Background: an optimization exercise with open tools, aiming at small area. Do not read the settings as production practice. Function was checked by simulation only, so behaviour that the tests miss may differ from the original. In every run shown here, the design's own scripts or RTL, not TritonCTS, make the clock network. The clock input has no modelled driver; a real chip could not lean on it and would need a root buffer or a full tree. Power figures rest on the tool's default switching activity, not on a simulated workload.

==> flow/design.v <==
module noise_latch (
    input  wire clk,
    input  wire reset,
    input  wire noise_in,
    output wire noise_out
);
    assign noise_out = noise_in;
endmodule
module diodController(
    input clk,
    input reset,
    input start,
    input noise_valid,
    output spi_mosi,
    output spi_clk,
    output spi_ss,
    output [7:0] debug_voltage,
    output spi_start,
    output varu,
    output [1:0] debug_window_count,
    output [2:0] debug_state,
    output debug_noise_valid_filter
);
    localparam [2:0] IDLE        = 3'd0;
    localparam [2:0] INIT        = 3'd1;
    localparam [2:0] TRANSMIT    = 3'd2;
    localparam [2:0] INCREASE    = 3'd3;
    localparam [2:0] PAUSE       = 3'd4;
    localparam [2:0] CHECK_NOISE = 3'd5;
    localparam [2:0] CALIBRATE   = 3'd6;
    wire noise;
    noise_latch latch (
        .clk(clk),
        .reset(reset),
        .noise_in(noise_valid),
        .noise_out(noise)
    );
    assign debug_noise_valid_filter = noise;
    reg [2:0] state;
    reg [2:0] prev_state;
    reg       just_reset;
    reg [7:0] voltage;
    reg [1:0] window_count;
    reg       noise_heard;
    reg [5:0] lo;
    reg [8:0] hi;
    wire s_idle  = state == IDLE;
    wire s_init  = state == INIT;
    wire s_tx    = state == TRANSMIT;
    wire s_inc   = state[1] & state[0];
    wire s_pause = state == PAUSE;
    wire s_check = state[2] & state[0];
    wire p_tx    = prev_state == TRANSMIT;
    wire end_init  = lo[5] & lo[1];
    wire end_tx    = hi[5] & hi[3] & hi[2] & hi[1] & lo[3] & lo[2];
    wire end_inc   = hi[8] & hi[4] & hi[0] & lo[5] & lo[3];
    wire end_pause = hi[2] & lo[4] & lo[3];
    wire end_check = hi[6] & hi[4] & hi[3] & hi[1] & lo[4] & lo[2];
    wire to_tx     = (s_init & end_init) | (s_check & end_check & ~&window_count);
    wire to_inc    = s_tx & end_tx;
    wire to_pause  = s_inc & end_inc;
    wire to_check  = s_pause & end_pause;
    wire to_calib  = s_check & end_check & &window_count;
    wire load      = s_idle | to_tx | to_pause | to_check;
    wire       wrap   = lo[5] & s_tx;
    wire       carry  = &lo[4:0];
    wire [4:0] lo_p1  = lo[4:0] + 5'd1;
    wire [4:0] lo_inc = {lo_p1[4:1], ~lo[0] & ~wrap};
    wire       lo5    = s_tx ? carry : carry ^ lo[5];
    wire       hi_up  = wrap | (lo[5] & carry);
    always @(posedge clk) begin
        if (load) begin
            hi <= 9'd0;
            lo <= 6'd31;
        end else begin
            hi <= to_inc ? 9'd0 : hi + {8'd0, hi_up};
            lo <= {lo5, lo_inc};
        end
        noise_heard <= noise | (noise_heard & prev_state[2] & prev_state[0]);
    end
    always @(posedge clk or posedge reset) begin
        if (reset) begin
            state <= IDLE;
            prev_state <= IDLE;
            just_reset <= 1'b1;
            voltage <= 8'h00;
            window_count <= 2'd0;
        end else begin
            just_reset <= 1'b0;
            prev_state <= state;
            if (s_idle & start) state <= INIT;
            if (to_tx)    state <= TRANSMIT;
            if (to_inc)   state <= INCREASE;
            if (to_pause) state <= PAUSE;
            if (to_check) state <= CHECK_NOISE;
            if (to_calib) state <= CALIBRATE;
            if (to_pause & window_count == 2'd0) voltage <= voltage + 8'd1;
            if (s_check & end_check)
                window_count <= noise_heard ? window_count + 2'd1 : 2'd0;
        end
    end
    wire active = ~lo[5] & (p_tx | (s_inc & ~|hi));
    assign spi_ss    = ~active;
    assign spi_clk   = active & lo[1];
    assign spi_mosi  = active & voltage[~lo[4:2]];
    assign spi_start = s_tx & p_tx;
    assign varu      = just_reset | (state == CALIBRATE);
    assign debug_voltage      = voltage;
    assign debug_window_count = window_count;
    assign debug_state        = prev_state;
endmodule
==> flow/flow/run.sh <==
#!/bin/bash
# The standard layout (standard.sh) with these changes:
#  - port buffers are buf_1 cells;
#  - after floorplan, OpenROAD's restructure re-maps the combinational logic
#    for area (flow/rmp.tcl); the registers stay as synthesis made them;
#  - the clock is distributed by a few clkbuf_8 cells, one per group of
#    nearby flip-flops (flow/cts_pre.tcl).
set -euo pipefail
here=$(pwd)
export BUFFER_PORTS_ARGS="-buffer_cell sky130_fd_sc_hd__buf_1"
export POST_FLOORPLAN_TCL=$here/flow/rmp.tcl
export PRE_CTS_TCL=$here/flow/cts_pre.tcl
export CLK_SPLIT_N=2
export CLK_SPLIT_CELL=sky130_fd_sc_hd__clkbuf_8
bash standard.sh > standard.log 2>&1
==> flow/flow/clk_split.tcl <==
# Split the sinks of clock net $netname into k groups by position (k-means on
# the sink locations) and drive each group from its own buffer of master $cb,
# placed at the group's centre; the clock port then drives only the k buffers.
proc clk_split {netname k cb} {
  set block [ord::get_db_block]
  set clknet [$block findNet $netname]
  set master [[ord::get_db] findMaster $cb]
  set sinks {}
  foreach it [$clknet getITerms] {
    set loc [[$it getInst] getLocation]
    lappend sinks [list $it [lindex $loc 0] [lindex $loc 1]]
  }
  set sinks [lsort -integer -index 1 $sinks]
  set n [llength $sinks]
  # initial centres: spread along x
  set cs {}
  for {set j 0} {$j < $k} {incr j} {
    set s [lindex $sinks [expr {int(($j + 0.5) * $n / $k)}]]
    lappend cs [list [lindex $s 1] [lindex $s 2]]
  }
  for {set iter 0} {$iter < 20} {incr iter} {
    set grp {}
    foreach s $sinks {
      set best 0; set bd 1e18
      for {set j 0} {$j < $k} {incr j} {
        set c [lindex $cs $j]
        set d [expr {abs([lindex $s 1] - [lindex $c 0]) + abs([lindex $s 2] - [lindex $c 1])}]
        if {$d < $bd} { set bd $d; set best $j }
      }
      lappend grp $best
    }
    set ncs {}
    for {set j 0} {$j < $k} {incr j} {
      set sx 0; set sy 0; set m 0
      foreach s $sinks g $grp { if {$g == $j} { incr sx [lindex $s 1]; incr sy [lindex $s 2]; incr m } }
      if {$m == 0} { lappend ncs [lindex $cs $j] } else { lappend ncs [list [expr {$sx / $m}] [expr {$sy / $m}]] }
    }
    set cs $ncs
  }
  for {set j 0} {$j < $k} {incr j} {
    set inst [odb::dbInst_create $block $master "clkbuf_split_$j"]
    set nb [odb::dbNet_create $block "clknet_split_$j"]
    $nb setSigType CLOCK
    [$inst findITerm A] connect $clknet
    [$inst findITerm X] connect $nb
    set c [lindex $cs $j]
    $inst setLocation [lindex $c 0] [lindex $c 1]
    $inst setPlacementStatus PLACED
    set m 0
    foreach s $sinks g $grp { if {$g == $j} { [lindex $s 0] disconnect; [lindex $s 0] connect $nb; incr m } }
    puts "clock group $j: $m sinks"
  }
}
==> flow/flow/cts_pre.tcl <==
# Clock tree: the clock port drives a few clock buffers, each placed at the
# centre of a group of nearby flip-flops and driving that group. With so few
# flip-flops this replaces the H-tree that clock_tree_synthesis would build.
source [file dirname [info script]]/clk_split.tcl
clk_split clk $::env(CLK_SPLIT_N) $::env(CLK_SPLIT_CELL)
proc clock_tree_synthesis {args} {
  puts "clock_tree_synthesis skipped: clock buffers placed by flow/cts_pre.tcl"
}
==> flow/flow/rmp.tcl <==
# Area recovery on the combinational logic of the standard synthesis
# (registers are left as they are), run at the end of floorplan.
set rmp_lib [lindex $::env(LIB_FILES) 0]
set rmp_dir $::env(OBJECTS_DIR)/rmp
file mkdir $rmp_dir
report_design_area
for {set i 0} {$i < 4} {incr i} {
  restructure -liberty_file $rmp_lib -target area \
    -tielo_port sky130_fd_sc_hd__conb_1/LO -tiehi_port sky130_fd_sc_hd__conb_1/HI \
    -work_dir $rmp_dir
  # Give this pass's tie cells unique names so the next pass can add its own.
  foreach inst [[ord::get_db_block] getInsts] {
    set n [$inst getName]
    if {[string match "rmp_const*" $n]} { $inst rename "rmp${i}_[string range $n 4 end]" }
  }
  report_design_area
}
==> flow/standard.sh <==
#!/bin/bash
# synth_recipe.tcl (not shown) runs the flow's synth.tcl, then flattens the netlist and writes it again
# the make line also repeats each setting of config.mk as NAME=value (left out here)
make -C /OpenROAD-flow-scripts/flow DESIGN_CONFIG=/design/flow/config.mk WORK_HOME=/design/flow/orfs CLKGATE_MAP_FILE= SYNTH_SCRIPT=/design/flow/synth_recipe.tcl "${@:-finish}"
==> flow/config.mk <==
export PLATFORM = sky130hd
export DESIGN_NAME = diodController
export DESIGN_NICKNAME = diodController
export VERILOG_FILES = /design/flow/design.v
export SDC_FILE = /design/flow/constraint.sdc
export NUM_CORES = 4
export LEC_CHECK = 0
export CAP_MARGIN = 20
export CORE_MARGIN = 2
export CORE_UTILIZATION = 40
export SLEW_MARGIN = 20
==> flow/constraint.sdc <==
create_clock -name core_clock -period 20.0 [get_ports {clk}]
set_input_delay 4.0000 -clock core_clock [delete_from_list [all_inputs] [get_ports {clk}]]
set_output_delay 4.0000 -clock core_clock [all_outputs]
set_load 0.01 [all_outputs]
==> reports/metrics.yaml, run 1 <==
sta:
  hold_violations: 0
  skew_ns: 0.0243
  slew_violations: 0
  tns_ns: 0
  period_needed_ns: 8.24
  setup_viol: 0
  max_freq_ghz: 0.121
  worst_slew_pin_slew_ns: 0.953
  max-slew-margin-rel: 0.356
  rsz0062_at_grt: "no"
  period_share: 0.412
grt:
  antenna_found_initial: 0
  track_usage: 0.130
  grt_max_degree: 21
  gr-total-overflow: 0
  grt_pass1_wl_mm: 4.95
  grt_pass1_vias: 1063
synthesis:
  synth_seq_cells: 33
  synth_top_area_share: 0.237
  yosys_warnings: 1
  synth.area.mux_share: 0.0452
  synth_area_leader_cell: "dfrtp_1"
  synth_adder_area_share: 0.0593
  synth_compound_area_frac: 0.0726
  synth-edff-count: 0
  syn_area_mm2: 0.00169
  yosys.area_share.simple: 0.237
  syn_inst: 165
  synth_top_family_by_area: "simple AND/OR/NAND/NOR gates"
  synth-xor-area-share: 0.0778
  synthArstFlopShare: 0.515
  ys_types: 40
  synth.area.top_cells: "dfrtp_1 24%, dfxtp_1 19%, ha_1 5.9%"
  avgSynthCellArea_um2: 10.2
  yosysSeqAreaShare: 0.443
  ys.flop_type: "dfxtp_1"
setup_path:
  crit_family: "buffers and inverters"
  r2r-start: "state[1]"
  crit_path_frequent_cell: "buf_1"
  setup.worst_path.class: "primary input to output pin"
  rrSetupSlack_ns: 17.22
  cp.required_ns: 16.00
  crit_buf_inv: 2
  critPathLaunch: "noise_valid"
  cp.arrival_ns: 4.24
  critPathMaxStageDelay_ns: 0.15
  crit_fanout: 2
  cpMaxStageDelayCell: "buf_1"
  start_kind: "primary input"
  endpoint_kind: "output pin"
  path_cells: "buf_1, buf_1"
detailed_routing:
  drt_iter0_drc: 51
  dr.pass1.iters: 4
  drt-wirelength-per-cell_um: 12.4
  ant_nets: 0
  drc: 0
  viasPerCell: 5.17
  wl_mm: 2.92
  vias: 1219
place:
  port_buffers: 22
  gp_congestion: 0.870
  dp_hpwl_mm: 2.32
cells_and_area:
  final_nets: 192
  layout-drive-gt1-share: 0.0161
  area_growth_pct: -5.86
  fin_util: 0.394
  antenna_cells: 0
floorplan:
  die_w_um: 69.0
  fp.dieArea_mm2: 0.00476
  coreArea_mm2: 0.00403
  core.rowCount: 23
  io_pins: 23
  die_height_um: 69.0
  start_util: 0.419
power:
  p_leak_nw: 0.608
  power_density_mw_per_mm2: 110
  total_power_w: 0.000175
  vdd_drop_max_v: 0.0000608
clocking:
  post_cts_resized: 0
  postCtsSetupRepairBufs: 0
  clkLatencyLatePin_ns: 0.16
  ctsHoldBuffers: 0
  clk_pin_slew_ns: 0.08
worst_hold_path:
  hp-start: "hi[8]"
  hp-class: "flop to flop"
status:
  status: "complete, no violations"
run:
  cap_violations: 0
per-layer routing:
layer	track usage	routed length (um)	vias up
li1	-	-	629
met1	0.191	1440	559
met2	0.215	1320	28
met3	0.0114	143	3
met4	0.0147	23	0
met5	0	0	-
per-stage QoR:
step                worst slack (ns)  cells  hold slack, ns  area (um2)
finish                         11.76    236           0.461        1590
global route                   11.72    236           0.507        1590
CTS                            11.76    236           0.449        1590
detailed placement             11.76    234           0.449        1560
global placement               11.76    234           0.445        1560
floorplan                      11.88    165           0.374        1690
cells in the mapped netlist, types with 3 or more instances:
library cell / instances
buf_4: 3
buf_6: 4
dfrtp_1: 16
dfxtp_1: 16
ha_1: 8
inv_1: 9
nand2_1: 14
nand3_1: 11
nand4_1: 5
nor2_1: 8
nor3_1: 14
nor4_1: 3
o21ai_0: 4
or4_1: 5
xnor2_1: 8
xor2_1: 7
path summary, 6_finish.rpt:
path	to	cells past startpoint
hold / removal	hi[8]	1
max in group asynchronous	just_reset	2
min in group asynchronous	voltage[1]	2
hold reg to reg	hi[8]	1
setup / recovery	debug_noise_valid_filter	2
setup reg to reg	hi[4]	6
layout make-up:
cell class | instances | area (um2)
Timing Repair Buffer | 22 | 82.6
Fill cell | 425 | 2440
Inverter | 24 | 90.1
Tap cell | 50 | 62.6
Multi-Input combinational cell | 105 | 579
Sequential cell | 33 | 747
Buffer | 2 | 27.5
power breakdown:
part | switching [W] | internal [W] | leakage, nW
logic | 0.0000351 | 0.0000209 | 0.244
clock network | 0.0000156 | 0.00000927 | 0.0144
registers | 0.0000144 | 0.0000793 | 0.350
flip-flops by register name, summed over array words and instances, names as in the netlist:
signal and count:
noise_heard 1, voltage 8, just_reset 1, prev_state 3, hi 9, window_count 2, lo 6, state 3
cells in the final DEF (no fill, tap or decap):
master	count
o211a_1	2
o221ai_1	1
and2_0	1
o21a_1	2
nand2_1	9
a21oi_1	6
dfxtp_1	16
dfrtp_1	16
o2bb2ai_1	1
nand4_1	4
a211oi_1	3
nor4_1	6
clkinv_1	24
nor2b_1	4
nor3_1	9
or4_1	2
o311a_1	1
dfstp_2	1
o22ai_1	2
o221a_1	1
a22oi_1	1
o31ai_1	1
conb_1	1
o21ai_0	14
nor3b_1	1
buf_1	22
nand3_1	4
nor2_1	23
a221oi_1	1
nor4b_1	1
a31oi_1	1
a31o_1	2
clkbuf_8	2
xnor2_1	1
kinds of logic (layout without fill, tap and decap cells):
group	count (synthesis)	in the layout
simple gates	71	64
flops	33	33
other cells	1	1
buf+inv	17	48
mux	5	0
compound gates	15	39
fa+ha+maj	8	0
xor+xnor	15	1
==> run 2: changes to the inputs <==
--- a/flow/flow/run.sh
+++ b/flow/flow/run.sh
@@ -10,6 +10,6 @@
 export BUFFER_PORTS_ARGS="-buffer_cell sky130_fd_sc_hd__buf_1"
 export POST_FLOORPLAN_TCL=$here/flow/rmp.tcl
 export PRE_CTS_TCL=$here/flow/cts_pre.tcl
-export CLK_SPLIT_N=2
+export CLK_SPLIT_N=3
 export CLK_SPLIT_CELL=sky130_fd_sc_hd__clkbuf_8
 bash standard.sh > standard.log 2>&1
==> run 2 against run 1 <==
  * Sequential power about the same
  * Sequential share of layout area down 0.40 points
  * Via count up 0.98%
  * Wire length up 2.0%
  * Clock power up about 20%
  * Area after synthesis unchanged
==> reports/metrics.yaml, run 2 <==
synthesis:
  syn_area_mm2: 0.00169
  synth_compound_area_frac: 0.0726
  ys_types: 40
  synth_area_leader_cell: "dfrtp_1"
  synth_common_cells: "16 x dfrtp_1, 16 x dfxtp_1, 14 x nand2_1, 14 x nor3_1, 11 x nand3_1"
  yosys.area_share.simple: 0.237
  synth-edff-count: 0
  synth-xor-area-share: 0.0778
  synth_top_area_share: 0.237
  synth.area.mux_share: 0.0452
  ys.flop_type: "dfxtp_1"
  synth_seq_cells: 33
  synth_top_family_by_area: "simple AND/OR/NAND/NOR gates"
  yosysSeqAreaShare: 0.443
  yosys_warnings: 1
  synth.area.top_cells: "dfrtp_1 24%, dfxtp_1 19%, ha_1 5.9%"
  syn_inst: 165
  avgSynthCellArea_um2: 10.2
  synth_adder_area_share: 0.0593
  synthArstFlopShare: 0.515
sta:
  period_needed_ns: 8.24
  hold_violations: 0
  whs_ns: 0.460
  skew_ns: 0.0210
  worst_slew_pin_slew_ns: 0.987
  period_share: 0.412
  rsz0062_at_grt: "no"
  max-slew-margin-rel: 0.332
  setup_viol: 0
  slew_violations: 0
  layout_setup_ws_ns: 11.76
  max_freq_ghz: 0.121
  tns_ns: 0
grt:
  antenna_found_initial: 0
  grt_pass1_vias: 1083
  track_usage: 0.133
  grt_max_degree: 18
  gr-total-overflow: 0
  grt_pass1_wl_mm: 5.00
detailed_routing:
  wl_met1_mm: 1.42
  drt-wirelength-per-cell_um: 12.6
  drc: 0
  viasPerCell: 5.19
  wl_mm: 2.98
  ant_nets: 0
  top_layer_used: "met4"
  drt_iter0_drc: 72
  wl_met2_mm: 1.32
  dr.pass1.iters: 4
  route.met3.wl_um: 181
  vias: 1231
floorplan:
  coreArea_mm2: 0.00403
  die_w_um: 69.0
  die_height_um: 69.0
  fp.dieArea_mm2: 0.00476
  io_pins: 23
  start_util: 0.419
  core.rowCount: 23
setup_path:
  endpoint_kind: "output pin"
  cp.arrival_ns: 4.24
  critPathMaxStageDelay_ns: 0.15
  path_cells: "buf_1, buf_1"
  start_kind: "primary input"
  cpMaxStageDelayCell: "buf_1"
  cp.required_ns: 16.00
  crit_family: "buffers and inverters"
  crit_path_frequent_cell: "buf_1"
  setup.worst_path.class: "primary input to output pin"
  crit_fanout: 2
  crit_buf_inv: 2
cells_and_area:
  layout-drive-gt1-share: 0.0214
  final_area_mm2: 0.00160
  final_nets: 193
  layout_commonest_cell: "clkinv_1"
  layout_common_cells: "24 x clkinv_1, 23 x nor2_1, 22 x buf_1"
  area_growth_pct: -5.04
  largest_register_ffs: 9
  largest_register: "hi"
  top_regs: "hi (9), voltage (8), lo (6)"
  antenna_cells: 0
place:
  dp_hpwl_mm: 2.32
  port_buffers: 22
  gp_congestion: 0.870
  dpl_worst_slack_ns: 11.76
  place_area_mm2: 0.00156
clocking:
  clkLatencyLatePin_ns: 0.14
  postCtsSetupRepairBufs: 0
  clk_pin_slew_ns: 0.07
  ctsHoldBuffers: 0
  post_cts_resized: 0
power:
  vdd_drop_max_v: 0.0000575
  p_leak_nw: 0.615
  power_density_mw_per_mm2: 112
worst_hold_path:
  hp-class: "flop to flop"
run:
  cap_violations: 0
status:
  status: "complete, no violations"
## run 2: cells by family (layout without fill, tap and decap cells)
group / after synthesis / in the layout
compound gates: 15 / 39
mux: 5 / 0
buf+inv: 17 / 49
xor+xnor: 15 / 1
simple gates: 71 / 64
other cells: 1 / 1
flops: 33 / 33
fa+ha+maj: 8 / 0
## run 2: worst paths after layout
check,from,end,slack [ns],cells after the start
setup reg to reg,state[1],hi[4],17.24,6
hold / removal,hi[8],hi[8],0.46,1
setup / recovery,noise_valid,debug_noise_valid_filter,11.76,2
max in group asynchronous,reset,just_reset,15.84,2
min in group asynchronous,reset,voltage[1],3.81,2
hold reg to reg,hi[8],hi[8],0.46,1
## run 2: routing by layer
layer | GRT usage | vias to the layer above
li1 | - | 629
met1 | 0.190 | 562
met2 | 0.218 | 35
met3 | 0.0114 | 5
met4 | 0.0294 | 0
met5 | 0 | -
## run 2: report_power, final
group          leakage (nW)  internal (W)  total [W]  switching, W
sequential            0.350     0.0000794  0.0000937     0.0000143
clock                0.0216     0.0000137  0.0000298     0.0000161
combinational         0.244     0.0000209  0.0000559     0.0000350
## run 2: area by class of cell
class	instances	area (um2)
Tap cell	50	62.6
Inverter	24	90.1
Buffer	3	41.3
Sequential cell	33	747
Fill cell	424	2430
Timing Repair Buffer	22	82.6
Multi-Input combinational cell	105	579
## run 2: stage by stage
| stage | utilization | instances | total power (W) |
|---|---|---|---|
| final | 0.398 | 237 | 0.000179 |
| after global routing | 0.398 | 237 | 0.000195 |
| after CTS | 0.398 | 237 | 0.000175 |
| after detailed placement | 0.388 | 234 | 0.000151 |
| after global placement | 0.388 | 234 | 0.000150 |
| after floorplan | - | 165 | 0.000138 |
==> run 3: changes to the inputs <==
==> flow/flow/run.sh (replaced) <==
#!/bin/bash
# The standard layout (standard.sh) with these changes:
#  - port buffers are buf_1 cells;
#  - after floorplan, OpenROAD's restructure re-maps the combinational logic
#    for area (flow/rmp.tcl); the registers stay as synthesis made them;
#  - the clock is distributed by two or three clkbuf_8 cells, one per group
#    of nearby flip-flops (flow/cts_pre.tcl).
# The ORFS logs stay under orfs/logs; make's output goes to standard.log.
set -euo pipefail
here=$(pwd)
export BUFFER_PORTS_ARGS="-buffer_cell sky130_fd_sc_hd__buf_1"
export POST_FLOORPLAN_TCL=$here/flow/rmp.tcl
export PRE_CTS_TCL=$here/flow/cts_pre.tcl
bash standard.sh > standard.log 2>&1
--- a/flow/flow/clk_split.tcl
+++ b/flow/flow/clk_split.tcl
@@ -51,3 +51,33 @@
     puts "clock group $j: $m sinks"
   }
 }
+
+# Undo clk_split: reconnect the k groups to the clock net and delete their
+# buffers and nets.
+proc clk_unsplit {netname k} {
+  set block [ord::get_db_block]
+  set clknet [$block findNet $netname]
+  for {set j 0} {$j < $k} {incr j} {
+    set inst [$block findInst "clkbuf_split_$j"]
+    set nb [$block findNet "clknet_split_$j"]
+    foreach it [$nb getITerms] {
+      if {[$it getInst] == $inst} continue
+      $it disconnect
+      $it connect $clknet
+    }
+    odb::dbInst_destroy $inst
+    odb::dbNet_destroy $nb
+  }
+}
+
+# Largest slew at a flip-flop clock pin, from placement parasitics.
+proc clk_max_slew {} {
+  set_propagated_clock [all_clocks]
+  estimate_parasitics -placement
+  set ms 0
+  foreach pin [get_pins -hierarchical */CLK] {
+    set s [get_property $pin slew_max]
+    if {$s > $ms} { set ms $s }
+  }
+  return [expr {$ms * 1e-9}]
+}
==> flow/flow/cts_pre.tcl (replaced) <==
source [file dirname [info script]]/clk_split.tcl
set cell sky130_fd_sc_hd__clkbuf_8
clk_split clk 2 $cell
if {[clk_max_slew] > 112e-12} {
  puts "clock: two groups give [clk_max_slew] s of slew; using three"
  clk_unsplit clk 2
  clk_split clk 3 $cell
}
puts "clock: estimated max clock-pin slew [clk_max_slew] s"
proc clock_tree_synthesis {args} {
  puts "clock_tree_synthesis skipped: clock buffers placed by flow/cts_pre.tcl"
}
==> flow/flow/rmp.tcl (replaced) <==
# Area recovery on the combinational logic of the standard synthesis
# (registers are left as they are), run at the end of floorplan. The result
# of repeated restructure runs goes up and down, so try 1 to 4 runs in child
# processes and apply the count that gives the smallest area.
source [file dirname [info script]]/rmp_pass.tcl
set rmp_lib [lindex $::env(LIB_FILES) 0]
set rmp_dir $::env(OBJECTS_DIR)/rmp
file mkdir $rmp_dir
write_db $rmp_dir/pre.odb
write_sdc $rmp_dir/pre.sdc
set ::env(RMP_DIR) $rmp_dir
set best_n 1
set best_a [rmp_cell_area]
puts "rmp: area before [expr {$best_a / 1e6}]"
set best_a 1e30
for {set n 1} {$n <= 4} {incr n} {
  set ::env(RMP_N) $n
  file mkdir $rmp_dir/t$n
  set out [exec [expr {[info exists ::env(OPENROAD_EXE)] ? $::env(OPENROAD_EXE) : "openroad"}] -no_init -exit [file dirname [info script]]/rmp_trial.tcl >& $rmp_dir/trial_$n.log]
  set a 1e30
  set fh [open $rmp_dir/trial_$n.log]
  foreach line [split [read $fh] "\n"] {
    if {[regexp {^RMP_AREA ([0-9.e+]+)} $line -> v]} { set a $v }
  }
  close $fh
  puts "rmp: $n runs -> area [expr {$a / 1e6}]"
  if {$a < $best_a} { set best_a $a; set best_n $n }
}
puts "rmp: applying $best_n runs"
file mkdir $rmp_dir/final
rmp_passes $best_n $rmp_lib $rmp_dir/final
puts "rmp: area after [expr {[rmp_cell_area] / 1e6}]"
==> flow/flow/rmp_pass.tcl (new file) <==
# One run of area restructuring: rmp_passes $n runs OpenROAD's restructure
# n times on the loaded design (tie cells renamed between runs so that
# each run can add its own).
proc rmp_passes {n lib dir} {
  for {set i 0} {$i < $n} {incr i} {
    restructure -liberty_file $lib -target area \
      -tielo_port sky130_fd_sc_hd__conb_1/LO -tiehi_port sky130_fd_sc_hd__conb_1/HI \
      -work_dir $dir
    foreach inst [[ord::get_db_block] getInsts] {
      set name [$inst getName]
      if {[string match "rmp_const*" $name]} {
        $inst rename "rmp${i}_[string range $name 4 end]"
      }
    }
  }
}
proc rmp_cell_area {} {
  set a 0
  foreach inst [[ord::get_db_block] getInsts] {
    set m [$inst getMaster]
    set a [expr {$a + [$m getWidth] * [$m getHeight]}]
  }
  return $a
}
==> flow/flow/rmp_trial.tcl (new file) <==
# Child process of rmp.tcl: load the saved design, restructure it
# $env(RMP_N) times and print the resulting area.
source [file dirname [info script]]/rmp_pass.tcl
read_db $::env(RMP_DIR)/pre.odb
foreach lib $::env(LIB_FILES) { read_liberty $lib }
read_sdc $::env(RMP_DIR)/pre.sdc
rmp_passes $::env(RMP_N) [lindex $::env(LIB_FILES) 0] $::env(RMP_DIR)/t$::env(RMP_N)
puts "RMP_AREA [rmp_cell_area]"
==> run 3 against run 2 <==
  * Critical path depth did not move
  * Total power fell by 48%
  * Largest power group unchanged
  * Critical path type unchanged
  * Worst hold slack improved by 0.0064 ns
  * Clock power fell by 16%
  * Clock skew fell by 0.010 ns
  * Die area did not move
  * Sequential power fell by 29%
  * Register-to-register slack improved by 0.02 ns
  * Wire length fell by 5.8%
  * Utilization fell by 0.62 points
  * Maximum frequency did not move
  * Critical endpoint unchanged
==> reports/metrics.yaml, run 3 <==
status:
  status: "complete, no violations"
cells_and_area:
  top_regs: "hi (9), voltage (8), lo (6)"
  final_nets: 187
  fin_util: 0.392
  layout_commonest_cell: "clkinv_1"
  layout_common_cells: "27 x clkinv_1, 22 x buf_1, 18 x nor2_1"
  layout-drive-gt1-share: 0.0166
  antenna_cells: 0
  largest_register: "hi"
  largest_register_ffs: 9
  area_growth_pct: -6.52
synthesis:
  ys_types: 40
  yosysSeqAreaShare: 0.443
  synth-xor-area-share: 0.0778
  synth_top_family_by_area: "simple AND/OR/NAND/NOR gates"
  synth-edff-count: 0
  synth_adder_area_share: 0.0593
  synth.area.top_cells: "dfrtp_1 24%, dfxtp_1 19%, ha_1 5.9%"
  synth_area_leader_cell: "dfrtp_1"
  synth_top_area_share: 0.237
  synth_common_cells: "16 x dfrtp_1, 16 x dfxtp_1, 14 x nand2_1, 14 x nor3_1, 11 x nand3_1"
  syn_area_mm2: 0.00169
  yosys.area_share.simple: 0.237
  avgSynthCellArea_um2: 10.2
  syn_inst: 165
  synth.area.mux_share: 0.0452
  ys.flop_type: "dfxtp_1"
  yosys_warnings: 1
  synth_seq_cells: 33
  synthArstFlopShare: 0.515
  synth_compound_area_frac: 0.0726
setup_path:
  setup.worst_path.class: "primary input to output pin"
  cpMaxStageDelayCell: "buf_1"
  start_kind: "primary input"
  crit_path_frequent_cell: "buf_1"
  crit_family: "buffers and inverters"
  cp.required_ns: 16.00
  crit_buf_inv: 2
  cp.arrival_ns: 4.24
  critPathMaxStageDelay_ns: 0.15
  endpoint_kind: "output pin"
  crit_fanout: 2
  path_cells: "buf_1, buf_1"
clocking:
  post_cts_resized: 0
  clk_pin_slew_ns: 0.09
  postCtsSetupRepairBufs: 0
  ctsHoldBuffers: 0
  clkLatencyLatePin_ns: 0.16
sta:
  skew_ns: 0.0108
  hold_violations: 0
  worst_slew_pin_slew_ns: 0.982
  period_needed_ns: 8.24
  max_freq_ghz: 0.121
  max-slew-margin-rel: 0.339
  tns_ns: 0
  whs_ns: 0.466
  setup_viol: 0
  slew_violations: 0
  period_share: 0.412
  rsz0062_at_grt: "no"
grt:
  grt_pass1_wl_mm: 4.58
  track_usage: 0.123
  grt_max_degree: 19
  antenna_found_initial: 0
  gr-total-overflow: 0
  grt_pass1_vias: 1031
detailed_routing:
  viasPerCell: 4.99
  dr.pass1.iters: 4
  ant_nets: 0
  drt-wirelength-per-cell_um: 12.1
  drt_iter0_drc: 43
  wl_mm: 2.81
  drc: 0
  vias: 1152
floorplan:
  die_w_um: 69.0
  start_util: 0.419
  io_pins: 23
  fp.dieArea_mm2: 0.00476
  coreArea_mm2: 0.00403
  core.rowCount: 23
  die_height_um: 69.0
power:
  p_leak_nw: 0.588
  total_power_w: 0.0000929
  power_density_mw_per_mm2: 58.9
  vdd_drop_max_v: 0.0000266
place:
  dp_hpwl_mm: 2.20
  gp_congestion: 0.784
  port_buffers: 22
worst_hold_path:
  hp-class: "flop to flop"
run:
  cap_violations: 0
[run 3: changes by cell type in the layout (fill, tap and decap cells not counted), sizes merged, moves of 2 or more]
cell    delta
and3       +2
o221ai     +3
nor2b      -2
a31oi      +2
nor2       -5
clkinv     +3
o21ai      -5
[run 3: routing by layer]
metal | vias up | wire [um] | GRT usage | part of all wire
li1 | 614 | - | - | -
met1 | 514 | 1440 | 0.183 | 0.51
met2 | 22 | 1180 | 0.196 | 0.42
met3 | 2 | 146 | 0.00974 | 0.052
met4 | 0 | 42 | 0.0196 | 0.015
met5 | - | 0 | 0 | 0
[run 3: final cells by class]
type | count | area [um2]
tap | 50 | 62.6
inverter | 27 | 101
fill | 422 | 2450
multi-input combinational | 97 | 557
buffer | 2 | 27.5
timing repair buffer | 22 | 82.6
sequential | 33 | 747
[run 3: logic make-up (layout without fill, tap and decap cells)]
family	Yosys count	in the layout
flops	33	33
simple gates	71	58
compound gates	15	38
buf+inv	17	51
fa+ha+maj	8	0
other cells	1	1
mux	5	0
xor+xnor	15	0
[run 3: path summary, 6_finish.rpt]
kind	from	slack [ns]	cells after the start	end
worst max-delay path	noise_valid	11.76	2	debug_noise_valid_filter
worst min-delay path	hi[8]	0.47	1	hi[8]
worst max register to register	state[1]	17.26	6	hi[4]
worst min register to register	hi[8]	0.47	1	hi[8]
max in group asynchronous	reset	15.87	2	just_reset
min in group asynchronous	reset	3.80	2	voltage[2]
[run 3: power by group]
part	leakage (nW)	internal [W]	switching, W
combinational	0.219	0.000000358	0.00000100
sequential	0.354	0.0000665	0.0000000803
clock	0.0144	0.00000927	0.0000157
[run 3: stage by stage]
stage | cell area [um2] | worst slack [ns] | cells
global placement | 1550 | 11.76 | 229
finish | 1580 | 11.76 | 231
floorplan | 1690 | 11.88 | 165
global route | 1580 | 11.72 | 231
CTS | 1580 | 11.76 | 231
detailed placement | 1550 | 11.76 | 229
==> run 4: changes to the inputs <==
--- a/flow/design.v
+++ b/flow/design.v
@@ -66,15 +66,14 @@
     wire       carry  = &lo[4:0];
     wire [4:0] lo_p1  = lo[4:0] + 5'd1;
     wire [4:0] lo_inc = {lo_p1[4:1], ~lo[0] & ~wrap};
-    wire       lo5    = s_tx ? carry : carry ^ lo[5];
-    wire       hi_up  = wrap | (lo[5] & carry);
+    wire [9:0] hl5    = {hi, lo[5]} + {9'd0, carry | wrap};
     always @(posedge clk) begin
         if (load) begin
             hi <= 9'd0;
             lo <= 6'd31;
         end else begin
-            hi <= to_inc ? 9'd0 : hi + {8'd0, hi_up};
-            lo <= {lo5, lo_inc};
+            hi <= to_inc ? 9'd0 : hl5[9:1];
+            lo <= {hl5[0], lo_inc};
         end
         noise_heard <= noise | (noise_heard & prev_state[2] & prev_state[0]);
     end
--- a/flow/flow/run.sh
+++ b/flow/flow/run.sh
@@ -8,6 +8,7 @@
 # The ORFS logs stay under orfs/logs; make's output goes to standard.log.
 set -euo pipefail
 here=$(pwd)
+export REMOVE_ABC_BUFFERS=1
 export BUFFER_PORTS_ARGS="-buffer_cell sky130_fd_sc_hd__buf_1"
 export POST_FLOORPLAN_TCL=$here/flow/rmp.tcl
 export PRE_CTS_TCL=$here/flow/cts_pre.tcl
==> run 4 against run 3 <==
  * Via count is 3.3% higher
  * Clock power hardly changed
  * Wire length is 4.6% higher
  * Still clean
  * Critical endpoint unchanged
  * Critical path depth stayed put
==> reports/metrics.yaml, run 4 <==
power:
  switching_share: 0.350
  p_leak_nw: 0.601
  pwr-share-comb: 0.265
  p_clk_frac: 0.158
  power.switching_w: 0.0000562
  cellInternalPower_w: 0.000104
  power_density_mw_per_mm2: 102
  seq_power_share: 0.578
  vdd_drop_max_v: 0.0000521
setup_path:
  crit_fanout: 2
  r2r-start: "lo[2]"
  cp.arrival_ns: 4.24
  cpMaxStageDelayCell: "buf_1"
  crit_family: "buffers and inverters"
  cp.required_ns: 16.00
  critPathLaunch: "noise_valid"
  crit_buf_inv: 2
  setup.worst_path.class: "primary input to output pin"
  start_kind: "primary input"
  path_cells: "buf_1, buf_1"
  crit_path_frequent_cell: "buf_1"
  critPathMaxStageDelay_ns: 0.15
  endpoint_kind: "output pin"
sta:
  slew_violations: 0
  skew_ns: 0.00333
  setup_viol: 0
  worst_slew_pin_slew_ns: 1.04
  period_share: 0.412
  max-slew-margin-rel: 0.304
  tns_ns: 0
  max_freq_ghz: 0.121
  rsz0062_at_grt: "no"
  hold_violations: 0
  layout_setup_ws_ns: 11.76
  period_needed_ns: 8.24
place:
  port_buffers: 22
  dp_hpwl_mm: 2.27
  dpl_worst_slack_ns: 11.76
  gp_congestion: 0.818
synthesis:
  synth_seq_cells: 33
  syn_area_mm2: 0.00161
  synthArstFlopShare: 0.515
  syn_inst: 157
  ys_types: 42
  yosysSeqAreaShare: 0.463
  synth_top_area_share: 0.248
  synth_area_leader_cell: "dfrtp_1"
  synth-edff-count: 0
  yosys_warnings: 1
  synth_common_cells: "16 x dfrtp_1, 16 x dfxtp_1, 13 x nor3_1"
  avgSynthCellArea_um2: 10.3
  synth.area.top_cells: "dfrtp_1 25%, dfxtp_1 20%, xnor2_1 6.0%"
  ys.flop_type: "dfxtp_1"
grt:
  antenna_found_initial: 0
  grt_pass1_wl_mm: 4.87
  grt_max_degree: 18
  gr-total-overflow: 0
  grt_pass1_vias: 1098
  track_usage: 0.132
cells_and_area:
  layout_commonest_cell: "nor2_1"
  largest_register_ffs: 9
  final_nets: 192
  fillers: 391
  top_regs: "hi (9), voltage (8), lo (6)"
  area_growth_pct: -2.71
  layout_common_cells: "26 x nor2_1, 22 x buf_1, 22 x clkinv_1"
  antenna_cells: 0
  largest_register: "hi"
  layout-drive-gt1-share: 0.0161
floorplan:
  die_height_um: 67.5
  die_w_um: 67.5
  core.rowCount: 23
  start_util: 0.409
  fp.dieArea_mm2: 0.00456
  coreArea_mm2: 0.00394
  io_pins: 23
detailed_routing:
  drc: 0
  drt_iter0_drc: 39
  dr.pass1.iters: 4
  viasPerCell: 5.04
  wl_mm: 2.93
  ant_nets: 0
  drt-wirelength-per-cell_um: 12.4
  vias: 1190
run:
  cap_violations: 0
worst_hold_path:
  hp-start: "noise_heard"
  hp-class: "flop to flop"
clocking:
  clkLatencyLatePin_ns: 0.16
  postCtsSetupRepairBufs: 0
  clk_pin_slew_ns: 0.10
  post_cts_resized: 0
  ctsHoldBuffers: 0
status:
  status: "complete, no violations"
-- run 4: changes by cell type after synthesis, sizes merged, moves of 4 or more --
cell	delta
nand2	-11
buf	-4
nand4	+4
nor4	-4
or4	-4
-- run 4: path summary, 6_finish.rpt --
check / cells after the start / slack, ns / to
max reg2reg: 16 / 17.20 / hi[8]
min in group asynchronous: 2 / 3.80 / state[1]
max: 2 / 11.76 / debug_noise_valid_filter
min: 2 / 0.49 / window_count[1]
min reg2reg: 2 / 0.49 / window_count[1]
max in group asynchronous: 2 / 15.87 / just_reset
-- run 4: kinds of logic after synthesis --
logic type / Yosys count / synth area share
XOR/XNOR: 17 / 0.0922
other: 1 / 0.00232
multiplexers: 4 / 0.0411
buffers and inverters: 14 / 0.0419
flip-flops: 33 / 0.463
AND/OR/NAND/NOR: 68 / 0.242
adder cells (fa/ha/maj): 7 / 0.0543
AO/OA/AOI/OAI: 13 / 0.0636
-- run 4: cell type report --
| type | instances | area (um2) | share of cell area |
|---|---|---|---|
| inverter | 22 | 82.6 | 0.0526 |
| buffer | 2 | 27.5 | 0.0175 |
| tap | 50 | 62.6 | 0.0398 |
| multi-input combinational | 107 | 568 | 0.362 |
| timing repair buffer | 22 | 82.6 | 0.0526 |
| sequential | 33 | 747 | 0.476 |
-- run 4: metrics by stage --
step | instances | hold WS, ns | area [um2] | utilization | power (W)
after global routing | 236 | 0.522 | 1570 | 0.398 | 0.000172
final | 236 | 0.494 | 1570 | 0.398 | 0.000161
after CTS | 236 | 0.495 | 1570 | 0.398 | 0.000162
after global placement | 234 | 0.471 | 1540 | 0.391 | 0.000136
after floorplan | 151 | 0.434 | 1580 | - | 0.000135
after detailed placement | 234 | 0.461 | 1540 | 0.391 | 0.000136
-- run 4: power by group through the flow --
stage	combinational, W	clock [W]	sequential [W]
floorplan	0.0000395	0	0.0000953
global placement	0.0000420	0	0.0000941
detailed placement	0.0000426	0	0.0000939
CTS	0.0000429	0.0000265	0.0000925
global route	0.0000485	0.0000291	0.0000943
finish	0.0000425	0.0000253	0.0000927
-- run 4: metal layers --
metal | vias to the layer above | GRT usage | share of wire
met5 | - | 0 | 0
met4 | 0 | 0.0102 | 0.0058
met3 | 2 | 0.0100 | 0.036
met2 | 22 | 0.232 | 0.45
met1 | 542 | 0.184 | 0.51
li1 | 624 | - | -

separate check: timing with driven ports:
The flow's constraints put no driver on any port. The routed layouts listed below were extracted and timed again, unchanged, in two steps. Step 1 (the two cells are an assumption about what drives the block):
set clk [get_ports {clk}]
set_driving_cell -lib_cell sky130_fd_sc_hd__clkbuf_16 $clk
set_driving_cell -lib_cell sky130_fd_sc_hd__buf_2 [delete_from_list [all_inputs] $clk]
Step 2 times the ports against the registers' clock, not the clock port: input delays grow and output delays shrink by t, the midpoint of the rising clock arrivals with the driver on. Three values: ideal ports, drivers, drivers and shift; two values: the first two.
| run | t, ns | setup slack, ns | worst setup path at the end | slew at the worst register clock pin (ns) | cell pins on the clock port's net |
|---|---|---|---|---|---|
| run 1 | 0.185 | 11.763 / 11.741 / 11.741 | input to output | 0.11 / 0.11 | 2 |
| run 2 | 0.179 | 11.763 / 11.741 / 11.741 | input to output | 0.08 / 0.08 | 3 |
| run 3 | 0.190 | 11.763 / 11.741 / 11.741 | input to output | 0.10 / 0.10 | 2 |
| run 4 | 0.190 | 11.759 / 11.736 / 11.736 | input to output | 0.10 / 0.10 | 2 |
After both steps every run listed still meets setup and hold. The setup slack of run 4, which loses most, moves by -0.023 ns with the drivers and by -0.023 ns with both steps.
